This design comes from an exercise in tuning for small area on the open sky130 flow, not from production work.
RTL that was checked went through simulation tests only; none was proved equivalent to the original.
The clock input has no modelled driver; a real chip could not lean on it and would need a root buffer or a full tree.
Power figures rest on the tool's default switching activity, not on a simulated workload.

==> flow/design.v <==
module top(
    input clk,
    input rst,
    input dht_data,
    output tx,
    output led_red,
    output led_green,
    output led_blue
);
    reg [8:0] q_r;
    wire [8:0] q = q_r;
    reg [8:0] b;
    reg [9:0] cap;       
    reg       red, blue;
    wire      valid = ~(red & blue);
    wire q_fb  = q[3] ^ q[8];
    wire tick  = (q == 9'b011110001);
    wire samp  = (q == 9'b001111000);
    wire last  = b[8] & (&b[4:0]);                
    wire done  = tick & last;                     
    wire shift = samp & (b[8:3] == 6'b100000);    
    wire clear = ~b[8] & b[7];                    
    wire [1:0] ch = cap[9:8];
    wire [3:0] ct = cap[7:4];
    wire [3:0] co = cap[3:0];
    function [3:0] adj(input [3:0] d);
        reg a3;
        begin
            a3 = d[3] | (d[2] & (d[1] | d[0]));
            adj = {a3,
                   (d[3] & d[0]) | (d[2] & ~d[1] & ~d[0]),
                   (d[1] & (~d[2] | d[0])) | (d[3] & ~d[0]),
                   d[0] ^ a3};
        end
    endfunction
    wire [3:0] oa = adj(co);
    wire [3:0] ta = adj(ct);
    wire [8:0] q_nx;
    assign q_nx[0] = tick ? (last ? 1'b1 : 1'b0) : q_fb;
    assign q_nx[1] = q[0];
    assign q_nx[2] = q[1];
    assign q_nx[3] = q[2];
    assign q_nx[4] = tick ? (last ? 1'b0 : 1'b1) : q[3];
    assign q_nx[5] = q[4];
    assign q_nx[6] = q[5];
    assign q_nx[7] = tick ? (last ? 1'b1 : 1'b0) : q[6];
    assign q_nx[8] = q[7];
    always @(posedge clk or posedge rst) begin
        if (rst) begin
            q_r <= 9'b111100011;
            b <= 9'd12;
            red <= 1'b1;
            blue <= 1'b1;
        end else begin
            q_r <= q_nx;
            if (tick)
                b <= last ? 9'd12 : b + 9'd1;
            if (done) begin
                red <= (|ch) | ct[3] | ct[2] | (ct[1] & ct[0] & (|co));
                blue <= ~((|ch) | ct[3] | ct[2] | ct[1]);
            end
        end
    end
    always @(posedge clk) begin
        if (shift)
            cap <= {cap[8], ta, oa, dht_data};
        else if (clear)
            cap <= 10'd0;
    end
    assign led_red   = red & ~blue;
    assign led_blue  = blue;
    assign led_green = ~red & ~blue;
    reg [10:0] p_r;
    wire [10:0] p = p_r;
    reg [3:0]  s_r;
    wire [3:0] s = s_r;
    reg [1:0]  c;
    reg [9:0]  v;       
    wire p_fb = p[8] ^ p[10];
    wire pt  = (p == 11'b10000001001);
    wire s9  = &s;
    wire c3  = &c;
    wire eom = pt & s9 & c3;
    wire [10:0] p_nx;
    assign p_nx[0] = p_fb;
    assign p_nx[1] = p[0];
    assign p_nx[2] = pt ? (s9 ? (c3 ? 1'b0 : 1'b1) : 1'b1) : p[1];
    assign p_nx[3] = pt ? (s9 ? (c3 ? 1'b0 : 1'b0) : 1'b1) : p[2];
    assign p_nx[4] = pt ? (s9 ? (c3 ? 1'b0 : 1'b0) : 1'b0) : p[3];
    assign p_nx[5] = p[4];
    assign p_nx[6] = p[5];
    assign p_nx[7] = p[6];
    assign p_nx[8] = p[7];
    assign p_nx[9] = pt ? (s9 ? (c3 ? 1'b1 : 1'b0) : 1'b0) : p[8];
    assign p_nx[10] = pt ? (s9 ? (c3 ? 1'b1 : 1'b1) : 1'b0) : p[9];
    wire [3:0] s_nx = s9 ? 4'd6 : s + 4'd1;
    always @(posedge clk or posedge rst) begin
        if (rst) begin
            p_r <= 11'b01111111010;
            s_r <= 4'd15;
            c <= 2'd0;
        end else begin
            p_r <= p_nx;
            if (pt) begin
                s_r <= s_nx;
                if (s9)
                    c <= c + 2'd1;
            end
        end
    end
    wire fresh = done | (~b[8] & ~b[7]);    
    always @(posedge clk) begin
        if (eom & fresh)
            v <= cap;
    end
    wire [1:0] k = s[1:0];    
    reg dbit;
    always @(*) begin
        case (c)
            2'd0: dbit = ~k[1] & v[{3'b100, k[0]}];
            2'd1: dbit = v[{2'b01, k}];
            2'd2: dbit = v[{2'b00, k}];
            default: dbit = k[0];
        endcase
    end
    assign tx = ~valid | (s == 4'd6) |
                ((s[3:2] == 2'b10) & dbit) |
                ((s[3:1] == 3'b110) & ~c3);
endmodule
clock: 20.0 ns
lec_check: 0
cap_margin: 20
core_margin: 2
core_utilization: 40
gpl_timing_driven: 0
slew_margin: 20
standard.sh (not shown) runs the stock make flow with config.mk's settings and CLKGATE_MAP_FILE= SYNTH_SCRIPT=/design/flow/synth_recipe.tcl, a recipe that flattens the netlist after the stock synthesis.
==> flow/flow/run.sh <==
#!/bin/bash
# Own layout flow: the standard flow (standard.sh) with three changes:
#  - synthesis maps with an area-oriented ABC script (flow/area.abc) instead
#    of ORFS's speed script; everything else in synthesis is the standard flow's;
#  - ports are buffered with the smallest buffer (buf_1);
#  - CTS builds a one-level clock tree (flow/clock_tree.tcl) in place of
#    TritonCTS's H-tree; the rest of ORFS's cts.tcl (hold repair etc.) runs.
# Each tool's output stays in orfs/logs/; make's output goes to flow.log.
set -euo pipefail
W=$(pwd)
# ORFS scripts, with cts.tcl calling flow/clock_tree.tcl
rm -rf "$W/scripts"; cp -r "$FLOW_HOME/scripts" "$W/scripts"
sed -i 's|^log_cmd clock_tree_synthesis {\*}\$cts_args$|source '"$W"'/flow/clock_tree.tcl|' "$W/scripts/cts.tcl"
grep -q "flow/clock_tree.tcl" "$W/scripts/cts.tcl"
sed -i 's|^  log_cmd abc {\*}\$abc_args$|  log_cmd abc -script '"$W"'/flow/area.abc {*}[lrange $abc_args 2 end]|' "$W/scripts/synth.tcl"
grep -q "flow/area.abc" "$W/scripts/synth.tcl"
sed -e 's|SYNTH_SCRIPT=[^ ]*|SYNTH_SCRIPT='"$W"'/synth_recipe.tcl SCRIPTS_DIR='"$W"'/scripts CLOCK_BUF=sky130_fd_sc_hd__clkbuf_8 CLOCK_GROUPS=4 "BUFFER_PORTS_ARGS=-buffer_cell sky130_fd_sc_hd__buf_1"|' \
    standard.sh > "$W/my_standard.sh"
grep -q "SCRIPTS_DIR=" "$W/my_standard.sh"
bash "$W/my_standard.sh" > "$W/flow.log" 2>&1
Other scripts of this flow, unchanged in this note and not shown: flow/flow/area.abc, flow/flow/clock_tree.tcl
Change:
--- a/flow/design.v
+++ b/flow/design.v
@@ -113,14 +113,25 @@
         if (eom & fresh)
             v <= cap;
     end
-    wire [1:0] k = s[1:0];    
     reg dbit;
     always @(*) begin
-        case (c)
-            2'd0: dbit = ~k[1] & v[{3'b100, k[0]}];
-            2'd1: dbit = v[{2'b01, k}];
-            2'd2: dbit = v[{2'b00, k}];
-            default: dbit = k[0];
+        case ({c, s[1:0]})
+            4'b0000: dbit = v[8];      
+            4'b0001: dbit = v[9];
+            4'b0010: dbit = 1'b0;
+            4'b0011: dbit = 1'b0;
+            4'b0100: dbit = v[4];      
+            4'b0101: dbit = v[5];
+            4'b0110: dbit = v[6];
+            4'b0111: dbit = v[7];
+            4'b1000: dbit = v[0];      
+            4'b1001: dbit = v[1];
+            4'b1010: dbit = v[2];
+            4'b1011: dbit = v[3];
+            4'b1100: dbit = 1'b0;      
+            4'b1101: dbit = 1'b1;
+            4'b1110: dbit = 1'b0;
+            default: dbit = 1'b1;
         endcase
     end
     assign tx = ~valid | (s == 4'd6) |
Effect: Power goes down by 0.50%; sequential share of layout area goes down by 0.97 points; routed wire length goes up by 9.2%; via count goes up by about 5%; clock power goes down by about 2%; design area goes up by about 1.6%; maximum frequency goes down by about 0.54%; register-to-register slack is better by 0.69 ns.
The RTL of the first run of this note was laid out without a check of its function. No run of this note takes its clock network from TritonCTS; it comes from the design's own scripts or RTL.

[static timing again, ports no longer ideal]
The flow's constraints put no driver on any port. The routed layouts listed below were extracted and timed again, unchanged, in two steps. Step 1 sets driving cells, clkbuf_16 on the clock port and buf_2 on the other inputs (assumed; they add their load-dependent delay and slew). Step 2 also shifts input and output timing later by t, the mid clock arrival at the registers, as if the neighbouring blocks saw the same clock. a / b / c = ideal ports / drivers / drivers and shift; a / b = the first two.
run | t, ns | slack for setup (ns) | hold slack, ns | worst setup path after step 2 | cell pins on the clock port's net
the first run | 0.202 | 13.754 / 13.698 / 13.900 | 0.369 / 0.369 / 0.369 | register to output | 4
the second run | 0.205 | 13.719 / 13.663 / 13.867 | 0.368 / 0.368 / 0.368 | register to output | 4
After both steps every run listed still meets setup and hold.
